Source: an optimization exercise on an open RTL-to-GDS flow (aim: small area and a short achievable clock period). Production flows keep margins and buffers that such runs may drop. No functional check of the RTL was part of any run shown here. Power figures rest on the tool's default switching activity, not on a simulated workload.

## run.sh

```bash
#!/bin/bash
# synth_recipe.tcl (not shown) runs the flow's synth.tcl, then flattens the netlist and writes it again
# the make line also repeats each setting of config.mk as NAME=value (left out here)
make -C /OpenROAD-flow-scripts/flow DESIGN_CONFIG=/design/flow/config.mk WORK_HOME=/design/flow/orfs CLKGATE_MAP_FILE= SYNTH_SCRIPT=/design/flow/synth_recipe.tcl finish
```

## config.mk

```make
export PLATFORM = sky130hd
export DESIGN_NAME = fadd_p2
export DESIGN_NICKNAME = fadd_p2
export VERILOG_FILES = /design/flow/design.v
export SDC_FILE = /design/flow/constraint.sdc
export NUM_CORES = 4
export LEC_CHECK = 0
export ABC_AREA = 1
export CAP_MARGIN = 20
export CORE_MARGIN = 2
export CORE_UTILIZATION = 45
export PLACE_DENSITY = 0.6
export SLEW_MARGIN = 20
```

## design.v

```verilog
`default_nettype none
module fadd_p2 (input wire [31:0] x1,
                input wire [31:0] x2,
                output reg [31:0] y,
                output reg        ovf,
                input wire        clk,
                input wire        rstn);
   wire        s1 = x1[31];
   wire        s2 = x2[31];
   wire [7:0]  e1 = x1[30:23];
   wire [7:0]  e2 = x2[30:23];
   wire [22:0] m1 = x1[22:0];
   wire [22:0] m2 = x2[22:0];
   wire        h1 = |e1;
   wire        h2 = |e2;
   wire [7:0]  e1a = {e1[7:1], e1[0] | ~h1};
   wire [7:0]  e2a = {e2[7:1], e2[0] | ~h2};
   wire        f1 = &e1;
   wire        f2 = &e2;
   wire        spec = f1 | f2;
   wire        nz1 = |m1;
   wire        nz2 = |m2;
   wire        pick1 = f1 & (~f2 | nz1);
   wire        sub = s1 ^ s2;
   wire        infnan = f1 & f2 & ~nz1 & ~nz2 & sub;
   wire        nzp = pick1 ? nz1 : nz2;
   wire        sel = spec ? ~pick1 : (x2[30:0] >= x1[30:0]);
   wire [7:0]  es = sel ? e2a : e1a;
   wire [23:0] msx = sel ? {h2, m2} : {h1, m1};
   wire [23:0] ms = {msx[23], msx[22] | (spec & (nzp | infnan)), msx[21:0]};
   wire [23:0] mi = sel ? {h1, m1} : {h2, m2};
   wire        ss = (sel ? s2 : s1) | infnan;
   wire [8:0]  d12 = {1'b0, e1a} - {1'b0, e2a};
   wire [7:0]  d21 = e2a - e1a;
   wire [7:0]  tde = d12[8] ? d21 : d12[7:0];
   wire [4:0]  de = (spec | (|tde[7:5])) ? 5'd31 : tde[4:0];
   wire [25:0] a0 = {mi, 2'b00};
   wire [25:0] a1 = de[4] ? {16'b0, a0[25:16]} : a0;
   wire        t1 = de[4] & (|a0[15:0]);
   wire [25:0] a2 = de[3] ? {8'b0, a1[25:8]} : a1;
   wire        t2 = de[3] & (|a1[7:0]);
   wire [25:0] a3 = de[2] ? {4'b0, a2[25:4]} : a2;
   wire        t3 = de[2] & (|a2[3:0]);
   wire [25:0] a4 = de[1] ? {2'b0, a3[25:2]} : a3;
   wire        t4 = de[1] & (|a3[1:0]);
   wire [25:0] a5 = de[0] ? {1'b0, a4[25:1]} : a4;
   wire        t5 = de[0] & a4[0];
   wire        tstck = t1 | t2 | t3 | t4 | t5;
   reg [23:0]  msr;
   reg [25:0]  miar;
   reg         stckr;
   reg         subr;
   reg         ssr;
   reg         specr;
   reg [7:0]   er;       
   always @(posedge clk) begin
      msr   <= ms;
      miar  <= a5;
      stckr <= tstck;
      subr  <= sub;
      ssr   <= ss;
      specr <= spec;
      er    <= es + 8'd1;
   end
   wire [26:0] aa = {1'b0, msr, 2'b00};
   wire [26:0] bb = {1'b0, miar} ^ {27{subr}};
   wire [26:0] p0 = aa ^ bb;
   wire [26:0] g0 = aa & bb;
   reg  [26:0] g, p;
   integer     i, l;
   always @* begin
      g = g0; p = p0;
      g[0] = g0[0] | (p0[0] & subr);
      for (l = 0; l < 5; l = l + 1)
        for (i = (2 << l) - 1; i < 27; i = i + (2 << l)) begin
           g[i] = g[i] | (p[i] & g[i - (1 << l)]);
           p[i] = p[i] & p[i - (1 << l)];
        end
      for (l = 3; l >= 0; l = l - 1)
        for (i = (3 << l) - 1; i < 27; i = i + (2 << l)) begin
           g[i] = g[i] | (p[i] & g[i - (1 << l)]);
           p[i] = p[i] & p[i - (1 << l)];
        end
   end
   wire [26:0] mye = p0 ^ {g[25:0], subr};
   reg  [26:0] sent;
   always @* begin
      for (i = 0; i < 27; i = i + 1)
        sent[i] = (er == 8'd27 - i[7:0]);
   end
   wire [26:0] n0 = mye | sent;
   wire [31:0] lzi = {n0, 5'b11111};
   reg  [15:0] v1;  reg [15:0] c1;
   reg  [7:0]  v2;  reg [15:0] c2;
   reg  [3:0]  v3;  reg [11:0] c3;
   reg  [1:0]  v4;  reg [7:0]  c4;
   reg  [4:0]  sh;
   always @* begin
      for (i = 0; i < 16; i = i + 1) begin
         v1[i] = lzi[2*i+1] | lzi[2*i];
         c1[i] = ~lzi[2*i+1];
      end
      for (i = 0; i < 8; i = i + 1) begin
         v2[i] = v1[2*i+1] | v1[2*i];
         c2[2*i +: 2] = v1[2*i+1] ? {1'b0, c1[2*i+1]} : {1'b1, c1[2*i]};
      end
      for (i = 0; i < 4; i = i + 1) begin
         v3[i] = v2[2*i+1] | v2[2*i];
         c3[3*i +: 3] = v2[2*i+1] ? {1'b0, c2[2*(2*i+1) +: 2]} : {1'b1, c2[2*(2*i) +: 2]};
      end
      for (i = 0; i < 2; i = i + 1) begin
         v4[i] = v3[2*i+1] | v3[2*i];
         c4[4*i +: 4] = v3[2*i+1] ? {1'b0, c3[3*(2*i+1) +: 3]} : {1'b1, c3[3*(2*i) +: 3]};
      end
      sh = v4[1] ? {1'b0, c4[7:4]} : {1'b1, c4[3:0]};
   end
   wire [26:0] k1 = sh[4] ? {mye[10:0], 16'b0} : mye;
   wire [26:0] k2 = sh[3] ? {k1[18:0], 8'b0} : k1;
   wire [26:0] k3 = sh[2] ? {k2[22:0], 4'b0} : k2;
   wire [26:0] k4 = sh[1] ? {k3[24:0], 2'b0} : k3;
   wire [26:0] myf = sh[0] ? {k4[25:0], 1'b0} : k4;
   wire        den = ~myf[26];
   wire [7:0]  eyr = den ? 8'd0 : (er - {3'b0, sh});
   wire        ovfp = (&er) & mye[26];
   wire        stk = stckr | myf[0];
   wire        up = ~ovfp & myf[2] & (myf[1] | (stk ? ~subr : myf[3]));
   wire        zero = ~|mye;
   wire        sy = ssr & (~subr | ~zero);
   reg         syr;
   reg [30:0]  yur;
   reg         upr;
   reg         nspr;
   always @(posedge clk) begin
      if (~rstn) begin
         syr  <= 1'b0;
         yur  <= 31'd0;
         upr  <= 1'b0;
         nspr <= 1'b0;
      end else begin
         syr  <= sy;
         yur  <= {eyr, myf[25:3] & {23{~ovfp}}};
         upr  <= up;
         nspr <= ~specr;
      end
   end
   wire [30:0] yr = yur + {30'b0, upr};
   always @* begin
      y   = {syr, yr};
      ovf = nspr & (&yr[30:23]);
   end
endmodule
`default_nettype wire
```

## constraint.sdc

```tcl
create_clock -name core_clock -period 15.0 [get_ports {clk}]
set_input_delay 3.0000 -clock core_clock [delete_from_list [all_inputs] [get_ports {clk}]]
set_output_delay 3.0000 -clock core_clock [all_outputs]
set_load 0.01 [all_outputs]
```

==> run summary, run 1 <==
status timing/DRC/antenna clean; Tightest Hold Check Type reg2reg; CTS buffer count 9; detailed-route wire length 31.08 mm; top post-synthesis cells by area dfxtp_1, nand2_1, nand3_1, ha_1, inv_1; Synth area leader dfxtp_1; Hold WS 0.4928 ns; Fin Setup TNS 0 ns; total number of vias 10.90k; CP Capture Point miar[21]; final non-filler cell total 2074; critical path arrival 7.44 ns; vias in the first global route 10.15k; cell row count 56; fin nets 1904; WP data required 15.22 ns; sequential element share of the synthesized area 17.87%; Setup-failing EPs final 0; chip width 158.6 um; #FFs+latches synth 96; FF-to-FF End yur[29]; Starting DRT DRC Count 823; die area 0.02515 sq mm; root buffer cell clkbuf_16; effective utilization at floorplan 45.82%; Hold Crit Depth 1; Synthesized Nets 1853; grt ovf 0; initial antenna violation count 0; max_cap viols 0; reg2reg path depth 33; wire per inst 14.98 um; Critical Path Sink Type flip-flop; gpl congestion 0.9427; first-pass GRT wire length 50.90 mm; pwr dens 171.2 mW/mm^2; CP startpoint x2[24]; post-synthesis cell count 1699; number of enable flip-flop cells after synthesis 0; Syn. warnings 1; top_reg_cell synth dfxtp_1; slew of the pin with the lowest slew margin 1.007 ns; clock tree buffer depth 2; synth unique cells 58; I/O Pins 99; post-DP HPWL 26.20 mm; Final Skew 0.01327 ns; CTS tree yes; CTS sink count 96; Diodes inserted 0; Cell Area, Synth 0.01075 sq mm; Final Hold Viols 0; Area growth syn-to-layout 12.67%; LEAKAGE 5.845 nW; crit path kind in2reg; Skew-Pair Late Insertion Delay 0.36 ns; DRC errors left 0; RSZ-0062 raised after global routing no; Pre-Repair DR Iteration Count 6; crit path max fanout 28; DR vias/cell 5.257; share of the synthesized area in the top cell type 17.87%; Max VDD drop 77.93 uV; IO Port Bufs 98; share of post-route cells with drive strength above 1 6.895%; min cycle time layout 7.225 ns; Worst-path clk slew 0.07 ns; Reg2Reg Setup Slack 8.89 ns; Tcrit/Tclk final 48.16%; largest net degree at the start of global routing 92; H-tree levels 3; chip height 158.6 um; CTS resizes 0; Slew Viols, Final 0; hold-fix buffers at CTS 0; Achievable Freq 0.1384 GHz; Relative slew margins 32.78%; post-placement cell count 2058; Post-synth ARST share 0%; gr usage total 25.53%; Synth Area per Inst 6.330 sq um; r2r startpoint subr; Post-CTS Repair Setup Buffers 0; CORE AREA 0.02347 sq mm; Final ANT Viol Nets 0; CP Launch Type input port
how the worst min path moves through the flow:
stage	startpoint	to	slack (ns)
3_5_place_dp	specr	nspr	0.47
6_report	specr	nspr	0.49
3_3_place_gp	specr	nspr	0.47
4_1_cts	specr	nspr	0.49
2_1_floorplan	specr	nspr	0.37
5_1_grt	specr	nspr	0.54
sequential cells by signal, summed over array words and instances (netlist names):
name   cells
stckr      1
nspr       1
msr       24
specr      1
ssr        1
upr        1
syr        1
yur       31
subr       1
miar      26
er         8
Yosys cell counts, types with 3 or more instances:
library cell / number
nor2_2: 17
clkbuf_1: 15
nand3_1: 216
a21oi_1: 49
nor2_4: 8
nand4_1: 41
o211ai_1: 12
buf_2: 25
and2_1: 5
o21ai_0: 69
o21ai_2: 4
nand2_4: 5
or2_1: 6
and3_1: 3
fa_1: 15
o21ai_1: 34
nand2_2: 12
buf_1: 3
dfxtp_1: 96
inv_2: 22
inv_1: 185
nor3_2: 5
nand3_2: 8
buf_4: 8
a21o_1: 5
nand4_4: 3
o21bai_1: 5
nor2_1: 119
nand2_1: 453
a31oi_1: 7
ha_1: 73
o31ai_1: 3
nor4_1: 21
xnor2_1: 20
mux2i_1: 4
nor3_1: 16
o22ai_2: 4
xor2_1: 66
buf_6: 10
cells in the final DEF, fill, tap and decap left out, drive strengths merged, types with 2 or more instances in the layout:
master and count:
nand3 226, o22ai 4, clkdlybuf4s50 98, o31ai 4, nor3b 2, nor4 21, xor2 66, a211oi 2
buf 3, o21ai 107, o211ai 13, nand2 470, a21oi 51, mux2i 4, clkbuf 9, and3 3
or2 7, and2 5, nand3b 2, a21o 5, nor2 146, o21a 2, nand4 45, o311ai 2
dfxtp 96, inv 211, xnor2 20, a31oi 7, fa 15, clkinv 4, ha 73, nor3 22
o21bai 5
per-layer routing:
layer / vias to the layer above / global-route usage (%) / wire, um
met1: 4822 / 32.48 / 14020
li1: 5686 / - / -
met2: 335 / 44.49 / 14610
met4: 0 / 9.695 / 1005
met3: 60 / 2.586 / 1436
met5: - / 0 / 0
through the flow:
step	instance area, sq um	total power, mW	setup slack, ns	utilization (%)
3_3_place_gp	11790	1.818	7.484	50.25
2_1_floorplan	10750	1.452	9.060	-
4_1_cts	12120	2.077	7.825	51.62
3_5_place_dp	11790	1.820	7.457	50.25
5_1_grt	12120	2.285	7.255	51.62
6_report	12120	2.075	7.775	51.62
critical path, cell delays in order:
cell and delay (ns):
clkdlybuf4s50_1 0.58, inv_1 0.14, nand4_1 0.12, nor2_1 0.07
nor2_1 0.13, inv_1 0.08, ha_1 0.21, fa_1 0.41
o21ai_2 0.23, nand2_1 0.09, nand3_2 0.18, inv_2 0.07
nand2_1 0.07, nand2_1 0.08, nor2_4 0.14, nand3_2 0.16
nor2_2 0.80, inv_2 0.42, nand2_1 0.16, o21ai_0 0.12
nand2_1 0.08, o21ai_0 0.08
cell type report:
type / count / area (sq um)
Sequential cell: 96 / 1922
Clock inverter: 7 / 97.59
Tap cell: 319 / 399.1
Clock buffer: 9 / 225.2
Multi-Input combinational cell: 1333 / 7685
Inverter: 209 / 784.5
Fill cell: 2471 / 11360
Timing Repair Buffer: 101 / 1003
cell families after synthesis:
logic type | Yosys count | share of synthesized area [%]
adders and majority gates | 88 | 11.29
buffers and inverters | 270 | 10.69
AOI/OAI and AO/OA | 205 | 11.37
and+or+nand+nor | 950 | 41.41
muxes | 4 | 0.3723
DFF | 96 | 17.87
xor gates and xnor gates | 86 | 7.004
power by group:
group          internal, mW  switching, mW  leakage (nW)
registers             0.327         0.0517         0.798
logic                 0.514          0.931          4.89
clock network         0.135          0.115         0.159
total                 0.976           1.10          5.84
==> run 2, diff against run 1 <==
==> flow/run.sh (new file) <==
#!/bin/bash
# Standard ORFS layout with small port buffers and a tighter setup target for repair_timing.
set -euo pipefail
export BUFFER_PORTS_ARGS="-buffer_cell sky130_fd_sc_hd__buf_1"
export SETUP_SLACK_MARGIN=0
bash standard.sh > standard.log 2>&1
==> standard.sh (new file) <==
#!/bin/bash
# synth_recipe.tcl (not shown) runs the flow's synth.tcl, then flattens the netlist and writes it again
# the make line also repeats each setting of config.mk as NAME=value (left out here)
make -C /OpenROAD-flow-scripts/flow DESIGN_CONFIG=/design/flow/config.mk WORK_HOME=/design/flow/orfs CLKGATE_MAP_FILE= SYNTH_SCRIPT=/design/flow/synth_recipe.tcl "${@:-finish}"
removed: run.sh
==> run summary, run 2 <==
crit path max fanout 28 (unchanged); #FFs+latches synth 96 (unchanged); adder-cell share of the synthesized area 11.29% (unchanged); Achievable Freq 0.1472 GHz (was 0.1384 GHz); most frequent CP cell nand2_1 (unchanged); crit-path cells buf_1 -> nor4_1 -> nand2_1 -> inv_1 -> nor2_1 -> ha_1 -> fa_1 -> o21ai_2 -> nand2_1 -> nand3_2 -> inv_2 -> nand2_1 -> nand2_1 -> nor2_4 -> nand3_2 -> nor2_2 -> inv_2 -> nand2_1 -> o21ai_0 -> nand2_1 -> o21ai_0 (was clkdlybuf4s50_1 -> inv_1 -> nand4_1 -> nor2_1 -> nor2_1 -> inv_1 -> ha_1 -> fa_1 -> o21ai_2 -> nand2_1 -> nand3_2 -> inv_2 -> nand2_1 -> nand2_1 -> nor2_4 -> nand3_2 -> nor2_2 -> inv_2 -> nand2_1 -> o21ai_0 -> nand2_1 -> o21ai_0); worst slack, placed 7.847 ns (was 7.457 ns); min cycle time layout 6.794 ns (was 7.225 ns); final non-filler cell total 2074 (unchanged); Hold WS 0.4890 ns (was 0.4928 ns); RSZ-0062 raised after global routing no (unchanged); gpl congestion 0.9427 (unchanged); clock tree buffer depth 2 (unchanged); Area growth syn-to-layout 6.631% (was 12.67%); Critical Path Sink Type flip-flop (unchanged); cell row count 56 (unchanged); Syn. warnings 1 (unchanged); Post-synth ARST share 0% (unchanged); reg2reg path depth 33 (unchanged); CTS sink count 96 (unchanged); total number of vias 10.86k (was 10.90k); Hold Crit Depth 1 (unchanged); largest family of logic cells by synthesized area simple AND/OR/NAND/NOR gates (unchanged); Largest Register yur (unchanged); Post-synth top cells nand2_1, nand3_1, inv_1 (unchanged); post-placement cell count 2058 (unchanged); met2 Use GR 43.43% (was 44.49%); crit path kind in2reg (unchanged); Synthesized Nets 1853 (unchanged); first-pass GRT wire length 49.95 mm (was 50.90 mm); Post-Synth Simple-Gate Area 41.41% (unchanged); synth unique cells 58 (unchanged); IO Port Bufs 98 (unchanged); sequential element share of the synthesized area 17.87% (unchanged); post-DP HPWL 25.74 mm (was 26.20 mm); total power 1.999 mW (was 2.075 mW); chip width 158.6 um (unchanged); vias in the first global route 10.01k (was 10.15k); Final ANT Viol Nets 0 (unchanged); WP data required 15.23 ns (was 15.22 ns); Max stage delay on crit path 0.81 ns (was 0.80 ns); top-count cell post-synth nand2_1 (unchanged); Largest regs yur (31), miar (26), msr (24) (unchanged); DR vias/cell 5.234 (was 5.257); slew of the pin with the lowest slew margin 1.019 ns (was 1.007 ns); r2r startpoint subr (unchanged); busiest grt layer met2 (unchanged); critical path arrival 7.02 ns (was 7.44 ns); I/O Pins 99 (unchanged); DRC errors left 0 (unchanged); final worst slack 8.206 ns (was 7.775 ns); fin nets 1904 (unchanged); CORE AREA 0.02347 sq mm (unchanged); Tightest Hold Check Type reg2reg (unchanged); detailed-route wire length 30.88 mm (was 31.08 mm); H-tree levels 3 (unchanged); Compound-Gate Fraction of Synth Area 11.37% (unchanged); hold-fix buffers at CTS 0 (unchanged); largest net degree at the start of global routing 92 (unchanged); Relative slew margins 32.01% (was 32.78%); Setup-failing EPs final 0 (unchanged); CP max-delay cell nor2_2 (unchanged); max reg flops 31 (unchanged); Post-CTS Repair Setup Buffers 0 (unchanged); chip height 158.6 um (unchanged); met1 GRT Util 32.25% (was 32.48%); top post-synthesis cells by area dfxtp_1, nand2_1, nand3_1, ha_1, inv_1 (unchanged); hold path start specr (unchanged); CTS resizes 0 (unchanged); Pre-Repair DR Iteration Count 6 (unchanged); Tcrit/Tclk final 45.29% (was 48.16%); Worst-path clk slew 0.07 ns (about the same); grt ovf 0 (unchanged); number of enable flip-flop cells after synthesis 0 (unchanged); effective utilization at floorplan 45.82% (unchanged); GR Layer Usage met3 2.695% (was 2.586%); Post-Synth XOR/XNOR Area 7.004% (unchanged); Fin Setup TNS 0 ns (unchanged); CP Launch Type input port (unchanged); hold path endpoint nspr (unchanged); share of the synthesized area in the top cell type 17.87% (unchanged); Max VDD drop 89.86 uV (was 77.93 uV); pwr dens 174.3 mW/mm^2 (was 171.2 mW/mm^2); die area 0.02515 sq mm (unchanged); CTS tree yes (unchanged); gr usage total 25.14% (was 25.53%); wire per inst 14.89 um (was 14.98 um); Synth Area per Inst 6.330 sq um (unchanged); most common cell after layout, fill and taps aside nand2_1 (unchanged); Starting DRT DRC Count 770 (was 823); CTS buffer count 9 (unchanged); max_cap viols 0 (unchanged); status timing/DRC/antenna clean (unchanged); initial antenna violation count 0 (unchanged); most frequent cells in the layout nand2_1, nand3_1, inv_1, nor2_1, buf_1 (was nand2_1, nand3_1, inv_1, nor2_1, clkdlybuf4s50_1); LEAKAGE 5.568 nW (was 5.845 nW); Reg2Reg Setup Slack 8.85 ns (was 8.89 ns); Slew Viols, Final 0 (unchanged); Final Hold Viols 0 (unchanged); Synth area leader dfxtp_1 (unchanged); Skew-Pair Late Insertion Delay 0.36 ns (about the same); root buffer cell clkbuf_16 (unchanged); share of post-route cells with drive strength above 1 6.895% (unchanged); mux cell area share after synthesis 0.3723% (unchanged); top_reg_cell synth dfxtp_1 (unchanged); post-synthesis cell count 1699 (unchanged); Cell Area, Synth 0.01075 sq mm (unchanged); FF-to-FF End yur[29] (unchanged); Diodes inserted 0 (unchanged); Final Skew 0.009223 ns (was 0.01327 ns)
[run 2: final cells by class]
class	instances	area [sq um]
clock buffer	9	225.2
tap	319	399.1
sequential	96	1922
timing repair buffer	101	390.4
fill	2544	12010
inverter	209	784.5
clock inverter	7	61.31
multi-input combinational	1333	7685
[run 2: stage by stage]
step / utilization (%) / instance area (sq um)
2_1_floorplan: - / 10750
3_3_place_gp: 47.63 / 11180
3_5_place_dp: 47.63 / 11180
4_1_cts: 48.85 / 11470
5_1_grt: 48.85 / 11470
6_report: 48.85 / 11470
[run 2: how the worst max path moves through the flow]
stage / end / slack, ns / depth (start not counted) / start
floorplan: miar[9] / 9.06 / 22 / x1[30]
global placement: miar[23] / 7.95 / 21 / x1[24]
detailed placement: miar[21] / 7.85 / 21 / x1[24]
CTS: miar[21] / 8.23 / 21 / x1[24]
global route: miar[23] / 7.64 / 20 / x1[24]
finish: miar[21] / 8.21 / 21 / x1[24]
[run 2: routing by layer]
metal  share of wire [%]  vias to the layer above  wire length [um]
li1                    -                     5687                 -
met1                  46                     4793             14280
met2                  46                      310             14340
met3                 3.8                       66              1175
met4                 3.5                        0              1080
met5                   0                        -                 0
[run 2: kinds of logic after synthesis]
logic type,after synthesis
flops,96
mux,4
xor+xnor,86
compound gates,205
fa+ha+maj,88
simple gates,950
buf+inv,270
[run 2: worst max-delay path: cells and delay by family]
kind                     cells  cell delay (ns)
buffers and inverters        4             0.72
AO/OA/AOI/OAI                3             0.40
AND/OR/NAND/NOR             12             2.24
adder cells (fa/ha/maj)      2             0.64
[run 2: where the power goes]
| group | switching [mW] | internal (mW) | leakage [nW] |
|---|---|---|---|
| Combinational | 0.933 | 0.460 | 4.63 |
| Sequential | 0.0523 | 0.327 | 0.798 |
| Clock | 0.111 | 0.116 | 0.140 |
==> run 3, diff against run 2 <==
==> flow/run.sh (replaced) <==
#!/bin/bash
# Standard ORFS layout with small port buffers and a tighter setup target for repair_timing.
set -euo pipefail
export BUFFER_PORTS_ARGS="-buffer_cell sky130_fd_sc_hd__buf_1"
export SETUP_SLACK_MARGIN=8.5
bash standard.sh > standard.log 2>&1
==> run summary, run 3 <==
Largest Register yur (unchanged); hold path start specr (unchanged); Critical Path Sink Type output port (was flip-flop); final instance area 0.01187 sq mm (was 0.01147 sq mm); CTS buffer count 9 (unchanged); post-layout util 50.55% (was 48.85%); Tcrit/Tclk final 41.57% (was 45.29%); gpl congestion 0.9427 (unchanged); I/O Pins 99 (unchanged); Fin Setup TNS 0 ns (unchanged); Worst-path clk slew 0.07 ns (about the same); post-DP HPWL 25.74 mm (unchanged); LEAKAGE 5.707 nW (was 5.568 nW); Relative slew margins 28.61% (was 32.01%); CTS tree yes (unchanged); Sw Share 54.81% (was 54.82%); chip height 158.6 um (unchanged); CP startpoint yur[0] (was x1[24]); Starting DRT DRC Count 858 (was 770); Slew Viols, Final 0 (unchanged); IO Port Bufs 98 (unchanged); Setup-failing EPs final 0 (unchanged); crit path max fanout 3 (was 28); most common cell after layout, fill and taps aside nand2_1 (unchanged); critical path arrival 3.23 ns (was 7.02 ns); met3 WL 1.369 mm (was 1.175 mm); first-pass GRT wire length 50.34 mm (was 49.95 mm); total power 2.045 mW (was 1.999 mW); Largest regs yur (31), miar (26), msr (24) (unchanged); root buffer cell clkbuf_16 (unchanged); Achievable Freq 0.1604 GHz (was 0.1472 GHz); status timing/DRC/antenna clean (unchanged); P_int 924.0 uW (was 903.2 uW); effective utilization at floorplan 45.82% (unchanged); post-synthesis cell count 1699 (unchanged); min cycle time layout 6.235 ns (was 6.794 ns); top post-synthesis cells by area dfxtp_1, nand2_1, nand3_1, ha_1, inv_1 (unchanged); Tightest Hold Check Type reg2reg (unchanged); WP data required 12.00 ns (was 15.23 ns); share of power burned in registers 18.6% (was 19.0%); CTS sink count 96 (unchanged); largest net degree at the start of global routing 92 (unchanged); total number of vias 11.22k (was 10.86k); fill count 2499 (was 2544); Syn. warnings 1 (unchanged); Synthesized Nets 1853 (unchanged); sequential element share of the synthesized area 17.87% (unchanged); top-count cell post-synth nand2_1 (unchanged); Cell Area, Synth 0.01075 sq mm (unchanged); most frequent cells in the layout nand2_1, nand3_1, inv_1, nor2_1 (was nand2_1, nand3_1, inv_1, nor2_1, buf_1); vias in the first global route 10.06k (was 10.01k); CORE AREA 0.02347 sq mm (unchanged); hold-fix buffers at CTS 0 (unchanged); Skew-Pair Late Insertion Delay 0.36 ns (about the same); CP Launch Type flip-flop (was input port); slew of the pin with the lowest slew margin 1.071 ns (was 1.019 ns); pwr dens 172.3 mW/mm^2 (was 174.3 mW/mm^2); max reg flops 31 (unchanged); clock group share of total power 11.1% (was 11.3%); Post-synth ARST share 0% (unchanged); max_cap viols 0 (unchanged); Final ANT Viol Nets 0 (unchanged); number of enable flip-flop cells after synthesis 0 (unchanged); Max VDD drop 88.95 uV (was 89.86 uV); Final Hold Viols 0 (unchanged); Post-synth top cells nand2_1, nand3_1, inv_1 (unchanged); crit path kind reg2out (was in2reg); wire per inst 15.38 um (was 14.89 um); share of post-route cells with drive strength above 1 9.091% (was 6.895%); DRC errors left 0 (unchanged); synth unique cells 58 (unchanged); die area 0.02515 sq mm (unchanged); #FFs+latches synth 96 (unchanged); H-tree levels 3 (unchanged); Synth area leader dfxtp_1 (unchanged); Pre-Repair DR Iteration Count 6 (unchanged); switching power 1.121 mW (was 1.096 mW); top_reg_cell synth dfxtp_1 (unchanged); combinational power share 70.3% (was 69.7%); RSZ-0062 raised after global routing yes (was no); Area growth syn-to-layout 10.33% (was 6.631%); DR vias/cell 5.339 (was 5.234); initial antenna violation count 0 (unchanged); Routed met1 length 14.56 mm (was 14.28 mm); Final Skew 0.009510 ns (was 0.009223 ns); share of the synthesized area in the top cell type 17.87% (unchanged); Diodes inserted 0 (unchanged); top routing layer used met4 (unchanged); Synth Area per Inst 6.330 sq um (unchanged); detailed-route wire length 32.31 mm (was 30.88 mm); Cell Area, Placed 0.01118 sq mm (unchanged); clock tree buffer depth 2 (unchanged); r2r startpoint subr (unchanged); fin nets 1931 (was 1904); cell row count 56 (unchanged); gr usage total 25.35% (was 25.14%); grt ovf 0 (unchanged); routed wl met2 15.10 mm (was 14.34 mm); chip width 158.6 um (unchanged)
## run 3: cell counts after synthesis
No cell type changed its count.
## run 3: final cells by class
cell class	count	area (sq um)	area share, %
multi-input combinational	1337	7833	66.01
sequential	96	1922	16.20
inverter	209	813.3	6.854
timing repair buffer	121	589.3	4.967
tap	319	399.1	3.364
clock buffer	9	225.2	1.898
clock inverter	7	61.31	0.5167
timing repair inverter	3	22.52	0.1898
## run 3: logic make-up (layout without fill, tap and decap cells)
family | Yosys count | count (layout) | synth area share (%)
simple gates | 950 | 954 | 41.41
mux | 4 | 4 | 0.3723
flops | 96 | 96 | 17.87
xor+xnor | 86 | 86 | 7.004
fa+ha+maj | 88 | 88 | 11.29
buf+inv | 270 | 349 | 10.69
compound gates | 205 | 205 | 11.37
## run 3: final timing paths
| kind | slack, ns | endpoint | cells past startpoint |
|---|---|---|---|
| worst max-delay path | 8.77 | ovf | 15 |
| worst min-delay path | 0.49 | nspr | 1 |
| worst max register to register | 9.07 | yur[29] | 33 |
| worst min register to register | 0.49 | nspr | 1 |
## run 3: power groups by stage
| stage | combinational [mW] | sequential [mW] | clock, mW |
|---|---|---|---|
| 6_report | 1.44 | 0.381 | 0.226 |
| 5_1_grt | 1.62 | 0.389 | 0.242 |
| 4_1_cts | 1.40 | 0.379 | 0.233 |
| 3_5_place_dp | 1.38 | 0.385 | 0 |
| 3_3_place_gp | 1.38 | 0.384 | 0 |
| 2_1_floorplan | 1.08 | 0.371 | 0 |
## run 3: metrics by stage
stage,std cells,hold WS [ns],setup slack [ns]
final,2101,0.4883,8.765
after global routing,2101,0.4977,8.485
after CTS,2077,0.4895,8.535
after detailed placement,2058,0.4698,7.847
after global placement,2058,0.4693,7.950
after floorplan,1699,0.3661,9.060
## run 3: worst max-delay path: stages, from the launching register on
cell and delay [ns]:
dfxtp_1 0.32, ha_1 0.18, ha_2 0.19, and3_4 0.21, nand3_4 0.09, nor3_4 0.23
nand4_1 0.19, nor3_2 0.28, nand4_1 0.18, nor3_2 0.29, nand4_1 0.14, xor2_1 0.16
inv_1 0.07, nand4_1 0.10, nor3_2 0.10, buf_2 0.14
## run 3: per-layer routing
layer | vias to the layer above | GRT usage, %
li1 | 5754 | -
met1 | 5002 | 32.42
met2 | 376 | 43.89
met3 | 86 | 2.695
met4 | 0 | 9.567
met5 | - | 0
## run 3: timing repair
item / in CTS / in global routing
endpoints found under the setup margin: 26 / 36
gates cloned: 3 / 5
gates resized for setup: 6 / 36
buffers inserted: 0 / 19
pin swaps: 1 / 15
==> run 4, diff against run 3 <==
==> flow/run.sh (replaced) <==
#!/bin/bash
# Standard ORFS layout with small port buffers and a tighter setup target for repair_timing.
set -euo pipefail
export BUFFER_PORTS_ARGS="-buffer_cell sky130_fd_sc_hd__buf_1"
export SETUP_SLACK_MARGIN=9.5
bash standard.sh > standard.log 2>&1
==> run summary, run 4 <==
Syn. warnings 1 (unchanged); Pre-Repair DR Iteration Count 5 (was 6); cell row count 56 (unchanged); hold-fix buffers at CTS 0 (unchanged); I/O Pins 99 (unchanged); fin nets 2053 (was 1931); CP Launch Type input port (was flip-flop); #FFs+latches synth 96 (unchanged); CTS buffer count 9 (unchanged); Max stage delay on crit path 0.42 ns (was 0.32 ns); CORE AREA 0.02347 sq mm (unchanged); Largest Register yur (unchanged); DRC errors left 0 (unchanged); Max VDD drop 79.69 uV (was 88.95 uV); Synthesized Nets 1853 (unchanged); initial antenna violation count 1 (was 0); Diodes inserted 0 (unchanged); gpl congestion 0.9404 (was 0.9427); Reg2Reg Setup Slack 9.84 ns (was 9.07 ns); top-count cell post-synth nand2_1 (unchanged); crit path max fanout 7 (was 3); LEAKAGE 6.957 nW (was 5.707 nW); Starting DRT DRC Count 917 (was 858); synth unique cells 58 (unchanged); final instance area 0.01483 sq mm (was 0.01187 sq mm); post-DP HPWL 25.59 mm (was 25.74 mm); Largest regs yur (31), miar (26), msr (24) (unchanged); post-placement cell count 2058 (unchanged); share of the synthesized area in the top cell type 17.87% (unchanged); Critical Path Sink Type flip-flop (was output port); Relative slew margins 41.51% (was 28.61%); first-pass GRT wire length 55.61 mm (was 50.34 mm); vias in the first global route 11.06k (was 10.06k); Tcrit/Tclk final 40.68% (was 41.57%); Skew-Pair Late Insertion Delay 0.36 ns (about the same); number of enable flip-flop cells after synthesis 0 (unchanged); post-synthesis cell count 1699 (unchanged); CP max-delay cell fa_2 (was dfxtp_1); H-tree levels 3 (unchanged); critical path arrival 6.41 ns (was 3.23 ns); Worst-path clk slew 0.08 ns (was 0.07 ns); effective utilization at floorplan 45.82% (unchanged); Tightest Hold Check Type reg2reg (unchanged); total number of vias 12.36k (was 11.22k); gr usage total 28.03% (was 25.35%); CTS sink count 96 (unchanged); Synth Area per Inst 6.330 sq um (unchanged); top post-synthesis cells by area dfxtp_1, nand2_1, nand3_1, ha_1, inv_1 (unchanged); WP data required 15.31 ns (was 12.00 ns); DR vias/cell 5.561 (was 5.339); Final Skew 0.01443 ns (was 0.009510 ns); clock tree buffer depth 2 (unchanged); root buffer cell clkbuf_16 (unchanged); final non-filler cell total 2223 (was 2101); worst slack, placed 7.941 ns (was 7.847 ns); Final Hold Viols 0 (unchanged); grt ovf 0 (unchanged); final worst slack 8.897 ns (was 8.765 ns); largest net degree at the start of global routing 46 (was 92); max reg flops 31 (unchanged); Achievable Freq 0.1639 GHz (was 0.1604 GHz); most frequent CP cell nand2_2 (was nand4_1); max_cap viols 0 (unchanged); sequential element share of the synthesized area 17.87% (unchanged); Cell Area, Synth 0.01075 sq mm (unchanged); Post-synth ARST share 0% (unchanged); Slew Viols, Final 0 (unchanged); Cell Area, Placed 0.01125 sq mm (was 0.01118 sq mm); Setup-failing EPs final 0 (unchanged); pwr dens 160.1 mW/mm^2 (was 172.3 mW/mm^2); RSZ-0062 raised after global routing yes (unchanged); share of post-route cells with drive strength above 1 28.78% (was 9.091%); min cycle time layout 6.103 ns (was 6.235 ns); die area 0.02515 sq mm (unchanged); crit path kind in2reg (was reg2out); status timing/DRC/antenna clean (unchanged); detailed-route wire length 39.07 mm (was 32.31 mm); Final ANT Viol Nets 0 (unchanged); Synth area leader dfxtp_1 (unchanged); Area growth syn-to-layout 37.88% (was 10.33%); IO Port Bufs 98 (unchanged); Post-synth top cells nand2_1, nand3_1, inv_1 (unchanged); Fin Setup TNS 0 ns (unchanged); most common cell after layout, fill and taps aside nand2_1 (unchanged); top_reg_cell synth dfxtp_1 (unchanged); CTS tree yes (unchanged); slew of the pin with the lowest slew margin 0.8681 ns (was 1.071 ns); chip height 158.6 um (unchanged); post-layout util 63.17% (was 50.55%); most frequent cells in the layout nand2_1, inv_1, nand3_1, nor2_1, dfxtp_1 (was nand2_1, nand3_1, inv_1, nor2_1); wire per inst 17.57 um (was 15.38 um); chip width 158.6 um (unchanged)
-- run 4: cell types whose count changed in the layout (fill, tap and decap cells not counted), sizes merged --
cell | before | now
buf | 119 | 217
clkbuf | 11 | 23
nand2 | 471 | 475
clkinv | 5 | 8
inv | 207 | 210
bufinv | 0 | 1
clkinvlp | 7 | 6
nand3 | 226 | 227
nand4 | 46 | 45
nor2 | 148 | 149
o311ai | 2 | 3
-- run 4: routing by layer --
layer,up-vias,routed length (um),track usage (%)
met4,0,2552,13.81
li1,6006,-,-
met5,-,0,0
met3,178,2382,3.566
met1,5629,15400,33.58
met2,548,18730,49.35
-- run 4: power by group --
| part | total [mW] | switching [mW] | internal [mW] |
|---|---|---|---|
| logic | 1.73 | 1.11 | 0.629 |
| registers | 0.387 | 0.0599 | 0.327 |
| clock network | 0.251 | 0.117 | 0.135 |
-- run 4: per-stage QoR --
step	hold slack, ns	total power, mW
6_report	0.4983	2.373
5_1_grt	0.5363	2.562
4_1_cts	0.5035	2.163
3_5_place_dp	0.4835	1.769
3_3_place_gp	0.4733	1.767
2_1_floorplan	0.3661	1.458
-- run 4: repair_timing --
item / in CTS / in global routing
setup endpoints to repair: 65 / 52
gates cloned: 15 / 13
gates resized for setup: 226 / 247
setup buffers: 75 / 46
endpoints found under the hold margin: 0 / 0
pin swaps: 98 / 113
-- run 4: worst max-delay path: cells and delay by family --
family / cells / cell delay (ns)
compound gates: 3 / 0.48
simple gates: 14 / 1.61
fa+ha+maj: 2 / 0.59
buf+inv: 6 / 0.72
-- run 4: logic make-up (layout without fill, tap and decap cells) --
kind of cell / count (synthesis) / count (layout) / share of synthesized area [%]
compound gates: 205 / 206 / 11.37
xor+xnor: 86 / 86 / 7.004
fa+ha+maj: 88 / 88 / 11.29
buf+inv: 270 / 465 / 10.69
flops: 96 / 96 / 17.87
mux: 4 / 4 / 0.3723
simple gates: 950 / 959 / 41.41
-- run 4: final cells by class --
| cell class | instances | area [sq um] |
|---|---|---|
| multi-input combinational | 1343 | 9354 |
| fill | 2104 | 8645 |
| sequential | 96 | 1928 |
| timing repair buffer | 231 | 1888 |
| inverter | 209 | 854.6 |
| tap | 319 | 399.1 |
| clock buffer | 9 | 225.2 |
| clock inverter | 7 | 95.09 |
| timing repair inverter | 9 | 83.83 |
-- run 4: worst paths after layout --
| path | from | end | cells past startpoint |
|---|---|---|---|
| max | x2[23] | miar[9] | 25 |
| min | specr | nspr | 1 |
| max reg2reg | subr | yur[29] | 32 |
| min reg2reg | specr | nspr | 1 |
==> run 5, diff against run 4 <==
==> flow/run.sh (replaced) <==
#!/bin/bash
# Standard ORFS layout with small port buffers and a tighter setup target for repair_timing.
set -euo pipefail
export BUFFER_PORTS_ARGS="-buffer_cell sky130_fd_sc_hd__buf_1"
export SETUP_SLACK_MARGIN=10.5
bash standard.sh > standard.log 2>&1
==> run summary, run 5 <==
status timing/DRC/antenna clean (unchanged); Skew-Pair Late Insertion Delay 0.37 ns (was 0.36 ns); CTS sink count 96 (unchanged); share of the synthesized area in the top cell type 17.87% (unchanged); hold-fix buffers at CTS 0 (unchanged); effective utilization at floorplan 45.82% (unchanged); Relative slew margins 51.24% (was 41.51%); Area growth syn-to-layout 59.03% (was 37.88%); Largest regs yur (31), miar (26), msr (24) (unchanged); CP top delay family simple AND/OR/NAND/NOR gates (unchanged); reg2reg path depth 30 (was 32); Max VDD drop 88.08 uV (was 79.69 uV); Synth Area per Inst 6.330 sq um (unchanged); root buffer cell clkbuf_16 (unchanged); wire per inst 18.98 um (was 17.57 um); most common cell after layout, fill and taps aside nand2_1 (unchanged); Achievable Freq 0.1662 GHz (was 0.1639 GHz); cell row count 56 (unchanged); Largest Register yur (unchanged); largest net degree at the start of global routing 29 (was 46); LEAKAGE 7.802 nW (was 6.957 nW); Final ANT Viol Nets 0 (unchanged); gr usage total 32.36% (was 28.03%); sequential element share of the synthesized area 17.87% (unchanged); Fin Setup TNS 0 ns (unchanged); Syn. warnings 1 (unchanged); r2r startpoint subr (unchanged); pwr dens 166.1 mW/mm^2 (was 160.1 mW/mm^2); Hold WS 0.5327 ns (was 0.4983 ns); post-DP HPWL 26.25 mm (was 25.59 mm); Post-synth ARST share 0% (unchanged); total number of vias 13.30k (was 12.36k); CORE AREA 0.02347 sq mm (unchanged); Final Hold Viols 0 (unchanged); gpl congestion 0.9517 (was 0.9404); crit-path cells ha_4 -> ha_4 -> and3_4 -> nand3_4 -> nor3_4 -> nand4_1 -> buf_4 -> or4_4 -> nor3_4 -> xnor2_1 -> inv_2 -> nand4_1 -> nor3_2 -> buf_2; vias in the first global route 12.33k (was 11.06k); chip height 158.6 um (unchanged); critical path arrival 3.02 ns (was 6.41 ns); total power 2.840 mW (was 2.373 mW); share of post-route cells with drive strength above 1 43.14% (was 28.78%); Synth area leader dfxtp_1 (unchanged); most frequent cells in the layout nand2_1, buf_4, inv_1, nand3_1, dfxtp_1 (was nand2_1, inv_1, nand3_1, nor2_1, dfxtp_1); Cell Area, Placed 0.01175 sq mm (was 0.01125 sq mm); die area 0.02515 sq mm (unchanged); Slew Viols, Final 0 (unchanged); post-layout util 72.86% (was 63.17%); CP max-delay cell or4_4 (was fa_2); Reg2Reg Setup Slack 10.22 ns (was 9.84 ns); Synthesized Nets 1853 (unchanged); initial antenna violation count 2 (was 1); Cell Area, Synth 0.01075 sq mm (unchanged); CTS buffer count 9 (unchanged); first-pass GRT wire length 63.06 mm (was 55.61 mm); max reg flops 31 (unchanged); Worst-path clk slew 0.08 ns (about the same); min cycle time layout 6.015 ns (was 6.103 ns); Crit path buffers/inverters 3 (was 6); top post-synthesis cells by area dfxtp_1, nand2_1, nand3_1, ha_1, inv_1 (unchanged); CTS tree yes (unchanged); DR vias/cell 5.722 (was 5.561); Tcrit/Tclk final 40.10% (was 40.68%); synth unique cells 58 (unchanged); Hold Crit Depth 1 (unchanged); CP Launch Type flip-flop (was input port); Post-synth top cells nand2_1, nand3_1, inv_1 (unchanged); I/O Pins 99 (unchanged); hold path endpoint nspr (unchanged); detailed-route wire length 44.12 mm (was 39.07 mm); slew of the pin with the lowest slew margin 0.7265 ns (was 0.8681 ns); H-tree levels 3 (unchanged); top_reg_cell synth dfxtp_1 (unchanged); Critical Path Sink Type output port (was flip-flop); chip width 158.6 um (unchanged); WP data required 12.00 ns (was 15.31 ns); crit path max fanout 3 (was 7); DRC errors left 0 (unchanged); post-synthesis cell count 1699 (unchanged); Diodes inserted 0 (unchanged); Tightest Hold Check Type reg2reg (unchanged); Starting DRT DRC Count 1131 (was 917); Setup-failing EPs final 0 (unchanged); Pre-Repair DR Iteration Count 6 (was 5); max_cap viols 0 (unchanged); fin nets 2154 (was 2053); IO Port Bufs 98 (unchanged); FF-to-FF End yur[29] (unchanged); top-count cell post-synth nand2_1 (unchanged); RSZ-0062 raised after global routing yes (unchanged); clock tree buffer depth 2 (unchanged); final instance area 0.01710 sq mm (was 0.01483 sq mm); Max stage delay on crit path 0.51 ns (was 0.42 ns); #FFs+latches synth 96 (unchanged); hold path start specr (unchanged); grt ovf 0 (unchanged); number of enable flip-flop cells after synthesis 0 (unchanged); Final Skew 0.01478 ns (was 0.01443 ns); crit path kind reg2out (was in2reg)
[run 5: changes by cell type in the layout (fill, tap and decap cells not counted), sizes merged]
cell	change
clkbuf	-7
clkinv	-5
nand2	+7
inv	+3
bufbuf	+1
nor2	+2
buf	+101
bufinv	-1
[run 5: power by group]
part / internal [mW] / leakage, nW / switching, mW
sequential: 0.327 / 0.799 / 0.0686
clock: 0.121 / 0.144 / 0.115
combinational: 0.880 / 6.86 / 1.33
[run 5: how the worst max path moves through the flow]
stage / startpoint / to / depth (start not counted)
final: yur[0] / ovf / 14
after global routing: x2[26] / miar[20] / 24
after CTS: yur[0] / ovf / 14
after detailed placement: x2[24] / miar[21] / 22
after global placement: x2[24] / miar[21] / 22
after floorplan: x1[24] / miar[18] / 23
[run 5: logic make-up after synthesis]
| group | share of synthesized area [%] |
|---|---|
| compound gates | 11.37 |
| mux | 0.3723 |
| buf+inv | 10.69 |
| xor+xnor | 7.004 |
| flops | 17.87 |
| fa+ha+maj | 11.29 |
| simple gates | 41.41 |
[run 5: area by class of cell]
cell class                 instances  area (sq um)
timing repair inverter             7         65.06
clock inverter                     6         61.31
clock buffer                      10         239.0
timing repair buffer             325          2867
tap                              319         399.1
fill                            1799          6370
multi-input combinational       1352         10660
inverter                         209         888.4
sequential                        96          1928
[run 5: stage by stage]
stage          setup WS, ns  instances
3_3_place_gp          7.976       2057
2_1_floorplan         9.238       1699
4_1_cts               9.059       2259
3_5_place_dp          7.913       2057
6_report              8.985       2324
5_1_grt               8.822       2324
[run 5: per-layer routing]
layer,share of wire [%],vias to the layer above,track usage (%),wire (um)
met5,0.054,-,0,24
met4,8.8,4,23.21,3881
met3,6.0,273,3.811,2639
met2,48,682,57.60,21300
met1,37,6116,35.62,16270
li1,-,6223,-,-
[run 5: what timing repair did]
item,in CTS,in global routing
pin swaps,129,119
buffers inserted,156,60
gates cloned,30,5
setup endpoints to repair,120,121
resized for setup,476,225
==> run 6, diff against run 5 <==
--- a/design.v
+++ b/design.v
@@ -24,12 +24,42 @@
    wire        sub = s1 ^ s2;
    wire        infnan = f1 & f2 & ~nz1 & ~nz2 & sub;
    wire        nzp = pick1 ? nz1 : nz2;
-   wire        sel = spec ? ~pick1 : (x2[30:0] >= x1[30:0]);
+   reg  [31:0] cg0, ce0;
+   reg  [15:0] cg1, ce1;
+   reg  [7:0]  cg2, ce2;
+   reg  [3:0]  cg3, ce3;
+   reg  [1:0]  cg4, ce4;
+   integer     k;
+   always @* begin
+      for (k = 0; k < 32; k = k + 1) begin
+         cg0[k] = (k < 31) ? (x2[k] & ~x1[k]) : 1'b0;
+         ce0[k] = (k < 31) ? ~(x2[k] ^ x1[k]) : 1'b1;
+      end
+      for (k = 0; k < 16; k = k + 1) begin
+         cg1[k] = cg0[2*k+1] | (ce0[2*k+1] & cg0[2*k]);
+         ce1[k] = ce0[2*k+1] & ce0[2*k];
+      end
+      for (k = 0; k < 8; k = k + 1) begin
+         cg2[k] = cg1[2*k+1] | (ce1[2*k+1] & cg1[2*k]);
+         ce2[k] = ce1[2*k+1] & ce1[2*k];
+      end
+      for (k = 0; k < 4; k = k + 1) begin
+         cg3[k] = cg2[2*k+1] | (ce2[2*k+1] & cg2[2*k]);
+         ce3[k] = ce2[2*k+1] & ce2[2*k];
+      end
+      for (k = 0; k < 2; k = k + 1) begin
+         cg4[k] = cg3[2*k+1] | (ce3[2*k+1] & cg3[2*k]);
+         ce4[k] = ce3[2*k+1] & ce3[2*k];
+      end
+   end
+   wire        ge21 = cg4[1] | (ce4[1] & (cg4[0] | ce4[0]));
+   wire        sel = spec ? ~pick1 : ge21;
    wire [7:0]  es = sel ? e2a : e1a;
    wire [23:0] msx = sel ? {h2, m2} : {h1, m1};
    wire [23:0] ms = {msx[23], msx[22] | (spec & (nzp | infnan)), msx[21:0]};
    wire [23:0] mi = sel ? {h1, m1} : {h2, m2};
-   wire        ss = (sel ? s2 : s1) | infnan;
+   wire        eqm = ce4[1] & ce4[0];
+   wire        ss = ((sel ? s2 : s1) & ~(sub & eqm & ~spec)) | infnan;
    wire [8:0]  d12 = {1'b0, e1a} - {1'b0, e2a};
    wire [7:0]  d21 = e2a - e1a;
    wire [7:0]  tde = d12[8] ? d21 : d12[7:0];
@@ -43,11 +73,10 @@
    wire        t3 = de[2] & (|a2[3:0]);
    wire [25:0] a4 = de[1] ? {2'b0, a3[25:2]} : a3;
    wire        t4 = de[1] & (|a3[1:0]);
-   wire [25:0] a5 = de[0] ? {1'b0, a4[25:1]} : a4;
-   wire        t5 = de[0] & a4[0];
-   wire        tstck = t1 | t2 | t3 | t4 | t5;
+   wire        tstck = t1 | t2 | t3 | t4;
    reg [23:0]  msr;
    reg [25:0]  miar;
+   reg         de0r;
    reg         stckr;
    reg         subr;
    reg         ssr;
@@ -55,7 +84,8 @@
    reg [7:0]   er;       
    always @(posedge clk) begin
       msr   <= ms;
-      miar  <= a5;
+      miar  <= a4;
+      de0r  <= de[0];
       stckr <= tstck;
       subr  <= sub;
       ssr   <= ss;
@@ -63,7 +93,9 @@
       er    <= es + 8'd1;
    end
    wire [26:0] aa = {1'b0, msr, 2'b00};
-   wire [26:0] bb = {1'b0, miar} ^ {27{subr}};
+   wire [25:0] a5 = de0r ? {1'b0, miar[25:1]} : miar;
+   wire        t5 = de0r & miar[0];
+   wire [26:0] bb = {1'b0, a5} ^ {27{subr}};
    wire [26:0] p0 = aa ^ bb;
    wire [26:0] g0 = aa & bb;
    reg  [26:0] g, p;
@@ -122,10 +154,9 @@
    wire        den = ~myf[26];
    wire [7:0]  eyr = den ? 8'd0 : (er - {3'b0, sh});
    wire        ovfp = (&er) & mye[26];
-   wire        stk = stckr | myf[0];
+   wire        stk = stckr | t5 | myf[0];
    wire        up = ~ovfp & myf[2] & (myf[1] | (stk ? ~subr : myf[3]));
-   wire        zero = ~|mye;
-   wire        sy = ssr & (~subr | ~zero);
+   wire        sy = ssr;
    reg         syr;
    reg [30:0]  yur;
    reg         upr;
@@ -143,7 +174,17 @@
          nspr <= ~specr;
       end
    end
-   wire [30:0] yr = yur + {30'b0, upr};
+   wire [31:0] yu32 = {1'b0, yur};
+   reg  [31:0] ic;
+   reg  [7:0]  ibc;
+   always @* begin
+      ibc[0] = upr;
+      for (i = 1; i < 8; i = i + 1)
+        ibc[i] = ibc[i-1] & (&yu32[4*i-4 +: 4]);
+      for (i = 0; i < 32; i = i + 1)
+        ic[i] = (i % 4 == 0) ? ibc[i/4] : (ic[i-1] & yur[i-1]);
+   end
+   wire [30:0] yr = yur ^ ic[30:0];
    always @* begin
       y   = {syr, yr};
       ovf = nspr & (&yr[30:23]);
==> flow/run.sh (replaced) <==
#!/bin/bash
# Standard ORFS layout with small port buffers and a tighter setup target for repair_timing.
set -euo pipefail
export BUFFER_PORTS_ARGS="-buffer_cell sky130_fd_sc_hd__buf_1"
export SETUP_SLACK_MARGIN=8.5
bash standard.sh > standard.log 2>&1
--- a/config.mk
+++ b/config.mk
@@ -9,5 +9,6 @@
 export CAP_MARGIN = 20
 export CORE_MARGIN = 2
 export CORE_UTILIZATION = 45
+export CTS_BUF_LIST = sky130_fd_sc_hd__clkbuf_8
 export PLACE_DENSITY = 0.6
 export SLEW_MARGIN = 20
==> run summary, run 6 <==
status timing/DRC/antenna clean (unchanged); I/O Pins 99 (unchanged); vias in the first global route 9327 (was 12.33k); number of enable flip-flop cells after synthesis 0 (unchanged); hold-fix buffers at CTS 0 (unchanged); share of the synthesized area in the top cell type 19.20% (was 17.87%); clock tree buffer depth 2 (unchanged); pwr dens 155.6 mW/mm^2 (was 166.1 mW/mm^2); Fin Setup TNS 0 ns (unchanged); Largest Register yur (unchanged); P_int 812.6 uW (was 1.329 mW); Skew-Pair Late Insertion Delay 0.40 ns (was 0.37 ns); Setup-failing EPs final 0 (unchanged); Synth Area per Inst 6.398 sq um (was 6.330 sq um); CTS sink count 97 (was 96); Starting DRT DRC Count 894 (was 1131); Final Hold Viols 0 (unchanged); detailed-route wire length 29.66 mm (was 44.12 mm); Largest regs yur (31), miar (26), msr (24) (unchanged); Synthesized Nets 1756 (was 1853); total number of vias 10.42k (was 13.30k); CTS tree yes (unchanged); DR vias/cell 5.310 (was 5.722); Hold Crit Depth 1 (unchanged); Slew Viols, Final 0 (unchanged); RSZ-0062 raised after global routing yes (unchanged); max reg flops 31 (unchanged); crit-path cells clkbuf_2 -> inv_2 -> nand4_1 -> nor4_1 -> nor2_1 -> ha_1 -> fa_1 -> o21ai_0 -> a21oi_1 -> o211ai_1 -> nand2_1 -> nand3_1 -> nand2_1 -> inv_1 -> nand3_4 -> nor2_4 -> buf_12 -> inv_6 -> nand2_1 -> o21ai_1 -> or2_1 -> o211ai_1 -> nand2_1 (was ha_4 -> ha_4 -> and3_4 -> nand3_4 -> nor3_4 -> nand4_1 -> buf_4 -> or4_4 -> nor3_4 -> xnor2_1 -> inv_2 -> nand4_1 -> nor3_2 -> buf_2); Synth area leader dfxtp_1 (unchanged); IO Port Bufs 98 (unchanged); Worst-path clk slew 0.11 ns (was 0.08 ns); crit path kind in2reg (was reg2out); Achievable Freq 0.1600 GHz (was 0.1662 GHz); H-tree levels 3 (unchanged); gpl congestion 0.9646 (was 0.9517); combinational power share 69.4% (was 77.7%); LEAKAGE 5.513 nW (was 7.802 nW); top_reg_cell synth dfxtp_1 (unchanged); Post-synth top cells nand2_1, inv_1, nand3_1, nor2_1, o21ai_0 (was nand2_1, nand3_1, inv_1); crit path max fanout 24 (was 3); die area 0.02369 sq mm (was 0.02515 sq mm); root buffer cell clkbuf_8 (was clkbuf_16); switching power 937.9 uW (was 1.511 mW); Tcrit/Tclk final 41.66% (was 40.10%); chip width 153.9 um (was 158.6 um); top-count cell post-synth nand2_1 (unchanged); post-DP HPWL 23.35 mm (was 26.25 mm); cell row count 54 (was 56); clock group share of total power 9.9% (was 8.3%); Sw Share 53.58% (was 53.21%); wire per inst 15.12 um (was 18.98 um); critical path arrival 6.54 ns (was 3.02 ns); fin nets 1852 (was 2154); most frequent cells in the layout nand2_1, inv_1, nand3_1, nor2_1, o21ai_0 (was nand2_1, buf_4, inv_1, nand3_1, dfxtp_1); #FFs+latches synth 97 (was 96); Area growth syn-to-layout 11.26% (was 59.03%); Relative slew margins 43.76% (was 51.24%); effective utilization at floorplan 46.06% (was 45.82%); CP Launch Type input port (was flip-flop); share of power burned in registers 20.7% (was 13.9%); Cell Area, Placed 0.01055 sq mm (was 0.01175 sq mm); DRC errors left 0 (unchanged); gr usage total 24.38% (was 32.36%); Max VDD drop 57.03 uV (was 88.08 uV); Final Skew 0.01288 ns (was 0.01478 ns); Cell Area, Synth 0.01011 sq mm (was 0.01075 sq mm); synth unique cells 59 (was 58); Final ANT Viol Nets 0 (unchanged); max_cap viols 0 (unchanged); WP data required 15.29 ns (was 12.00 ns); post-layout util 51.25% (was 72.86%); Diodes inserted 0 (unchanged); slew of the pin with the lowest slew margin 0.8202 ns (was 0.7265 ns); top post-synthesis cells by area dfxtp_1, nand2_1, ha_1, inv_1, nand3_1 (was dfxtp_1, nand2_1, nand3_1, ha_1, inv_1); largest net degree at the start of global routing 106 (was 29); Tightest Hold Check Type reg2reg (unchanged); reg2reg path depth 34 (was 30); Max stage delay on crit path 0.41 ns (was 0.51 ns); total power 1.751 mW (was 2.840 mW); min cycle time layout 6.249 ns (was 6.015 ns); sequential element share of the synthesized area 19.20% (was 17.87%); post-synthesis cell count 1581 (was 1699); Pre-Repair DR Iteration Count 6 (unchanged); Post-synth ARST share 0% (unchanged); share of post-route cells with drive strength above 1 9.156% (was 43.14%); initial antenna violation count 0 (was 2); most frequent CP cell nand2_1; Syn. warnings 1 (unchanged); Critical Path Sink Type flip-flop (was output port); chip height 153.9 um (was 158.6 um); CP max-delay cell fa_1 (was or4_4); CTS buffer count 9 (unchanged); first-pass GRT wire length 46.82 mm (was 63.06 mm); final instance area 0.01125 sq mm (was 0.01710 sq mm); grt ovf 0 (unchanged); most common cell after layout, fill and taps aside nand2_1 (unchanged); CORE AREA 0.02196 sq mm (was 0.02347 sq mm)
-- run 6: power groups by stage --
stage                     Combinational (mW)  Clock [mW]  Sequential (mW)
after floorplan                        0.895           0            0.359
after global routing                    1.37       0.187            0.370
after detailed placement                1.15           0            0.369
after CTS                               1.18       0.179            0.363
final                                   1.21       0.173            0.363
after global placement                  1.14           0            0.368
-- run 6: repair_timing --
| action | 4_1_cts | 5_1_grt |
|---|---|---|
| gates resized for setup | 20 | 22 |
| endpoints found under the setup margin | 34 | 33 |
| setup buffers | 5 | 25 |
| pin swaps | 4 | 8 |
| cloned | 8 | 3 |
-- run 6: final cells by class --
cell class              count  area [sq um]
multi-input cells        1254          7332
well taps                 280         350.3
repair inverters            4         30.03
fillers                  2306         10710
repair buffers            135         713.2
inverters                 176         689.4
clock buffers              10         137.6
flip-flops and latches     97          1942
clock inverters             6         58.81
-- run 6: worst paths after layout --
check          from      end  slack (ns)
min reg2reg   specr     nspr        0.39
max reg2reg    de0r  yur[29]        8.83
min           specr     nspr        0.39
max          x2[24]  miar[3]        8.75
-- run 6: cell families after synthesis --
| logic type | after synthesis | synth area share (%) |
|---|---|---|
| and+or+nand+nor | 824 | 36.59 |
| AOI/OAI and AO/OA | 249 | 14.03 |
| buffers and inverters | 236 | 9.822 |
| adders and majority gates | 109 | 14.60 |
| DFF | 97 | 19.20 |
| xor gates and xnor gates | 62 | 5.369 |
| muxes | 4 | 0.3959 |
-- run 6: worst max-delay path: cells and delay by family --
kind	cells	cell delay, ns
AOI/OAI and AO/OA	5	0.76
adders and majority gates	2	0.67
buffers and inverters	5	0.63
and+or+nand+nor	11	1.46
-- run 6: metal layers --
layer | wire (um) | vias to the layer above | track usage (%)
li1 | - | 5398 | -
met1 | 13520 | 4641 | 32.05
met3 | 1215 | 73 | 1.776
met5 | 0 | - | 0
met4 | 989 | 0 | 9.435
met2 | 13930 | 306 | 41.78
-- run 6: stage by stage --
stage	setup WS [ns]	std cells	hold slack [ns]
2_1_floorplan	8.935	1581	0.3661
3_3_place_gp	7.653	1905	0.3921
3_5_place_dp	7.563	1905	0.3787
4_1_cts	8.498	1934	0.3960
5_1_grt	8.408	1962	0.4327
6_report	8.751	1962	0.3939
==> run 7, diff against run 6 <==
--- a/design.v
+++ b/design.v
@@ -58,8 +58,7 @@
    wire [23:0] msx = sel ? {h2, m2} : {h1, m1};
    wire [23:0] ms = {msx[23], msx[22] | (spec & (nzp | infnan)), msx[21:0]};
    wire [23:0] mi = sel ? {h1, m1} : {h2, m2};
-   wire        eqm = ce4[1] & ce4[0];
-   wire        ss = ((sel ? s2 : s1) & ~(sub & eqm & ~spec)) | infnan;
+   wire        ss = (sel ? s2 : s1) | infnan;
    wire [8:0]  d12 = {1'b0, e1a} - {1'b0, e2a};
    wire [7:0]  d21 = e2a - e1a;
    wire [7:0]  tde = d12[8] ? d21 : d12[7:0];
@@ -73,10 +72,11 @@
    wire        t3 = de[2] & (|a2[3:0]);
    wire [25:0] a4 = de[1] ? {2'b0, a3[25:2]} : a3;
    wire        t4 = de[1] & (|a3[1:0]);
-   wire        tstck = t1 | t2 | t3 | t4;
+   wire [25:0] a5 = de[0] ? {1'b0, a4[25:1]} : a4;
+   wire        t5 = de[0] & a4[0];
+   wire        tstck = t1 | t2 | t3 | t4 | t5;
    reg [23:0]  msr;
    reg [25:0]  miar;
-   reg         de0r;
    reg         stckr;
    reg         subr;
    reg         ssr;
@@ -84,8 +84,7 @@
    reg [7:0]   er;       
    always @(posedge clk) begin
       msr   <= ms;
-      miar  <= a4;
-      de0r  <= de[0];
+      miar  <= a5;
       stckr <= tstck;
       subr  <= sub;
       ssr   <= ss;
@@ -93,9 +92,7 @@
       er    <= es + 8'd1;
    end
    wire [26:0] aa = {1'b0, msr, 2'b00};
-   wire [25:0] a5 = de0r ? {1'b0, miar[25:1]} : miar;
-   wire        t5 = de0r & miar[0];
-   wire [26:0] bb = {1'b0, a5} ^ {27{subr}};
+   wire [26:0] bb = {1'b0, miar} ^ {27{subr}};
    wire [26:0] p0 = aa ^ bb;
    wire [26:0] g0 = aa & bb;
    reg  [26:0] g, p;
@@ -115,18 +112,13 @@
         end
    end
    wire [26:0] mye = p0 ^ {g[25:0], subr};
-   reg  [26:0] sent;
-   always @* begin
-      for (i = 0; i < 27; i = i + 1)
-        sent[i] = (er == 8'd27 - i[7:0]);
-   end
-   wire [26:0] n0 = mye | sent;
+   wire [26:0] n0 = mye;
    wire [31:0] lzi = {n0, 5'b11111};
    reg  [15:0] v1;  reg [15:0] c1;
    reg  [7:0]  v2;  reg [15:0] c2;
    reg  [3:0]  v3;  reg [11:0] c3;
    reg  [1:0]  v4;  reg [7:0]  c4;
-   reg  [4:0]  sh;
+   reg  [4:0]  lz;
    always @* begin
       for (i = 0; i < 16; i = i + 1) begin
          v1[i] = lzi[2*i+1] | lzi[2*i];
@@ -144,7 +136,19 @@
          v4[i] = v3[2*i+1] | v3[2*i];
          c4[4*i +: 4] = v3[2*i+1] ? {1'b0, c3[3*(2*i+1) +: 3]} : {1'b1, c3[3*(2*i) +: 3]};
       end
-      sh = v4[1] ? {1'b0, c4[7:4]} : {1'b1, c4[3:0]};
+      lz = v4[1] ? {1'b0, c4[7:4]} : {1'b1, c4[3:0]};
+   end
+   wire [4:0]  lim = (er == 8'd0 || er > 8'd27) ? 5'd31 : (er[4:0] - 5'd1);
+   reg  [4:0]  sh;
+   reg         eqa, lzlt;
+   integer     q;
+   always @* begin
+      eqa = 1'b1; lzlt = 1'b0;
+      for (q = 4; q >= 0; q = q - 1) begin
+         sh[q] = eqa ? (lz[q] & lim[q]) : (lzlt ? lz[q] : lim[q]);
+         lzlt = lzlt | (eqa & ~lz[q] & lim[q]);
+         eqa = eqa & ~(lz[q] ^ lim[q]);
+      end
    end
    wire [26:0] k1 = sh[4] ? {mye[10:0], 16'b0} : mye;
    wire [26:0] k2 = sh[3] ? {k1[18:0], 8'b0} : k1;
@@ -154,9 +158,10 @@
    wire        den = ~myf[26];
    wire [7:0]  eyr = den ? 8'd0 : (er - {3'b0, sh});
    wire        ovfp = (&er) & mye[26];
-   wire        stk = stckr | t5 | myf[0];
+   wire        stk = stckr | myf[0];
    wire        up = ~ovfp & myf[2] & (myf[1] | (stk ? ~subr : myf[3]));
-   wire        sy = ssr;
+   wire        zero = ~|mye;
+   wire        sy = ssr & (~subr | ~zero);
    reg         syr;
    reg [30:0]  yur;
    reg         upr;
==> run summary, run 7 <==
top-count cell post-synth nand2_1 (unchanged); clock group share of total power 11.2% (was 9.9%); die area 0.02441 sq mm (was 0.02369 sq mm); final worst slack 8.618 ns (was 8.751 ns); WP data required 15.30 ns (was 15.29 ns); gpl congestion 0.8989 (was 0.9646); RSZ-0062 raised after global routing yes (unchanged); final non-filler cell total 2027 (was 1962); Setup-failing EPs final 0 (unchanged); CP Capture Point miar[9] (was miar[3]); top post-synthesis cells by area nand2_1, dfxtp_1, ha_1, inv_1, nand3_1 (was dfxtp_1, nand2_1, ha_1, inv_1, nand3_1); CTS tree yes (unchanged); P_int 837.1 uW (was 812.6 uW); #FFs+latches synth 96 (was 97); Relative slew margins 45.94% (was 43.76%); Achievable Freq 0.1567 GHz (was 0.1600 GHz); Worst-path clk slew 0.10 ns (was 0.11 ns); combinational power share 68.4% (was 69.4%); pwr dens 154.2 mW/mm^2 (was 155.6 mW/mm^2); Fin Setup TNS 0 ns (unchanged); Hold WS 0.4312 ns (was 0.3939 ns); gr usage total 22.66% (was 24.38%); post-DP HPWL 22.72 mm (was 23.35 mm); H-tree levels 3 (unchanged); Sw Share 52.81% (was 53.58%); FF-to-FF End yur[29] (unchanged); CP Launch Type input port (unchanged); Critical Path Sink Type flip-flop (unchanged); Skew-Pair Late Insertion Delay 0.40 ns (about the same); detailed-route wire length 28.64 mm (was 29.66 mm); post-synthesis cell count 1662 (was 1581); LEAKAGE 5.795 nW (was 5.513 nW); grt ovf 0 (unchanged); Post-synth top cells nand2_1, inv_1, nand3_1 (was nand2_1, inv_1, nand3_1, nor2_1, o21ai_0); max_cap viols 0 (unchanged); largest net degree at the start of global routing 78 (was 106); initial antenna violation count 0 (unchanged); Pre-Repair DR Iteration Count 5 (was 6); first-pass GRT wire length 45.01 mm (was 46.82 mm); Synth area leader nand2_1 (was dfxtp_1); most frequent cells in the layout nand2_1, inv_1, nand3_1, nor2_1, ha_1 (was nand2_1, inv_1, nand3_1, nor2_1, o21ai_0); vias in the first global route 9216 (was 9327); status timing/DRC/antenna clean (unchanged); total number of vias 10.58k (was 10.42k); Tcrit/Tclk final 42.55% (was 41.66%); slew of the pin with the lowest slew margin 0.8024 ns (was 0.8202 ns); Cell Area, Synth 0.01043 sq mm (was 0.01011 sq mm); chip height 156.2 um (was 153.9 um); share of the synthesized area in the top cell type 18.75% (was 19.20%)
## run 7: per-layer routing
metal,routed length [um],up-vias,track usage [%]
met5,0,-,0
met3,1250,46,1.911
li1,-,5555,-
met2,13240,298,38.73
met1,13470,4678,30.17
met4,684,0,7.558
## run 7: worst min-delay path by stage
| stage | cells past startpoint | to | slack, ns | from |
|---|---|---|---|---|
| after floorplan | 1 | nspr | 0.37 | specr |
| after global placement | 1 | nspr | 0.43 | specr |
| after detailed placement | 1 | nspr | 0.42 | specr |
| after CTS | 1 | nspr | 0.44 | specr |
| after global routing | 1 | nspr | 0.45 | specr |
| final | 1 | nspr | 0.43 | specr |
## run 7: worst max-delay path, stage by stage
cell and delay [ns]:
clkbuf_2 0.12, nor4_2 0.30, nand4_1 0.19, inv_1 0.08
nor2_1 0.07, ha_2 0.20, fa_1 0.35, inv_1 0.07
nand2_1 0.08, nand2_2 0.08, a21oi_2 0.07, o21ai_2 0.18
nand2_2 0.08, nand2_4 0.12, buf_12 0.11, mux2i_1 0.26
xnor2_2 0.20, nor2_4 0.30, inv_8 0.09, nand2_1 0.08
o21ai_1 0.08, or2_1 0.26, nand3_1 0.09, nand2_1 0.08
nand2_1 0.07, nand2_1 0.05
## run 7: cell families (layout without fill, tap and decap cells)
family	count (synthesis)	after routing	synth area share, %
AND/OR/NAND/NOR	875	878	36.72
flip-flops	96	96	18.43
AO/OA/AOI/OAI	250	250	13.83
adder cells (fa/ha/maj)	117	117	15.05
multiplexers	3	3	0.2880
buffers and inverters	262	339	10.58
XOR/XNOR	59	59	5.099
## run 7: layout make-up
type / count / area [sq um] / share of cell area, %
clock buffer: 9 / 123.9 / 1.077
clock inverter: 7 / 103.9 / 0.9030
inverter: 199 / 784.5 / 6.821
multi-input combinational: 1307 / 7556 / 65.70
sequential: 96 / 1923 / 16.72
tap: 285 / 356.6 / 3.101
timing repair buffer: 121 / 631.9 / 5.494
timing repair inverter: 3 / 21.27 / 0.1849
## run 7: repair_timing
item / in CTS / in global routing
resized for setup: 10 / 51
gates cloned: 3 / 6
pin swaps: 2 / 14
endpoints found under the setup margin: 34 / 45
setup buffers: 4 / 12
## run 7: stage by stage
| step | area (sq um) | total power, mW |
|---|---|---|
| after floorplan | 10430 | 1.274 |
| after global placement | 10840 | 1.511 |
| after detailed placement | 10840 | 1.519 |
| after CTS | 11150 | 1.736 |
| after global routing | 11500 | 1.958 |
| final | 11500 | 1.774 |
## run 7: power by group through the flow
stage / registers, mW / clock network (mW) / logic (mW)
2_1_floorplan: 0.355 / 0 / 0.920
3_3_place_gp: 0.366 / 0 / 1.14
3_5_place_dp: 0.366 / 0 / 1.15
4_1_cts: 0.360 / 0.204 / 1.17
5_1_grt: 0.369 / 0.213 / 1.38
6_report: 0.361 / 0.198 / 1.21

Re-timed with assumed drivers on the ports (clkbuf_16 on the clock, buf_2 on other inputs), run 7 has 8.636 ns of setup slack against 8.618 ns with ideal ports, and 8.202 ns once port delays also move by the mid clock arrival of 0.433 ns.
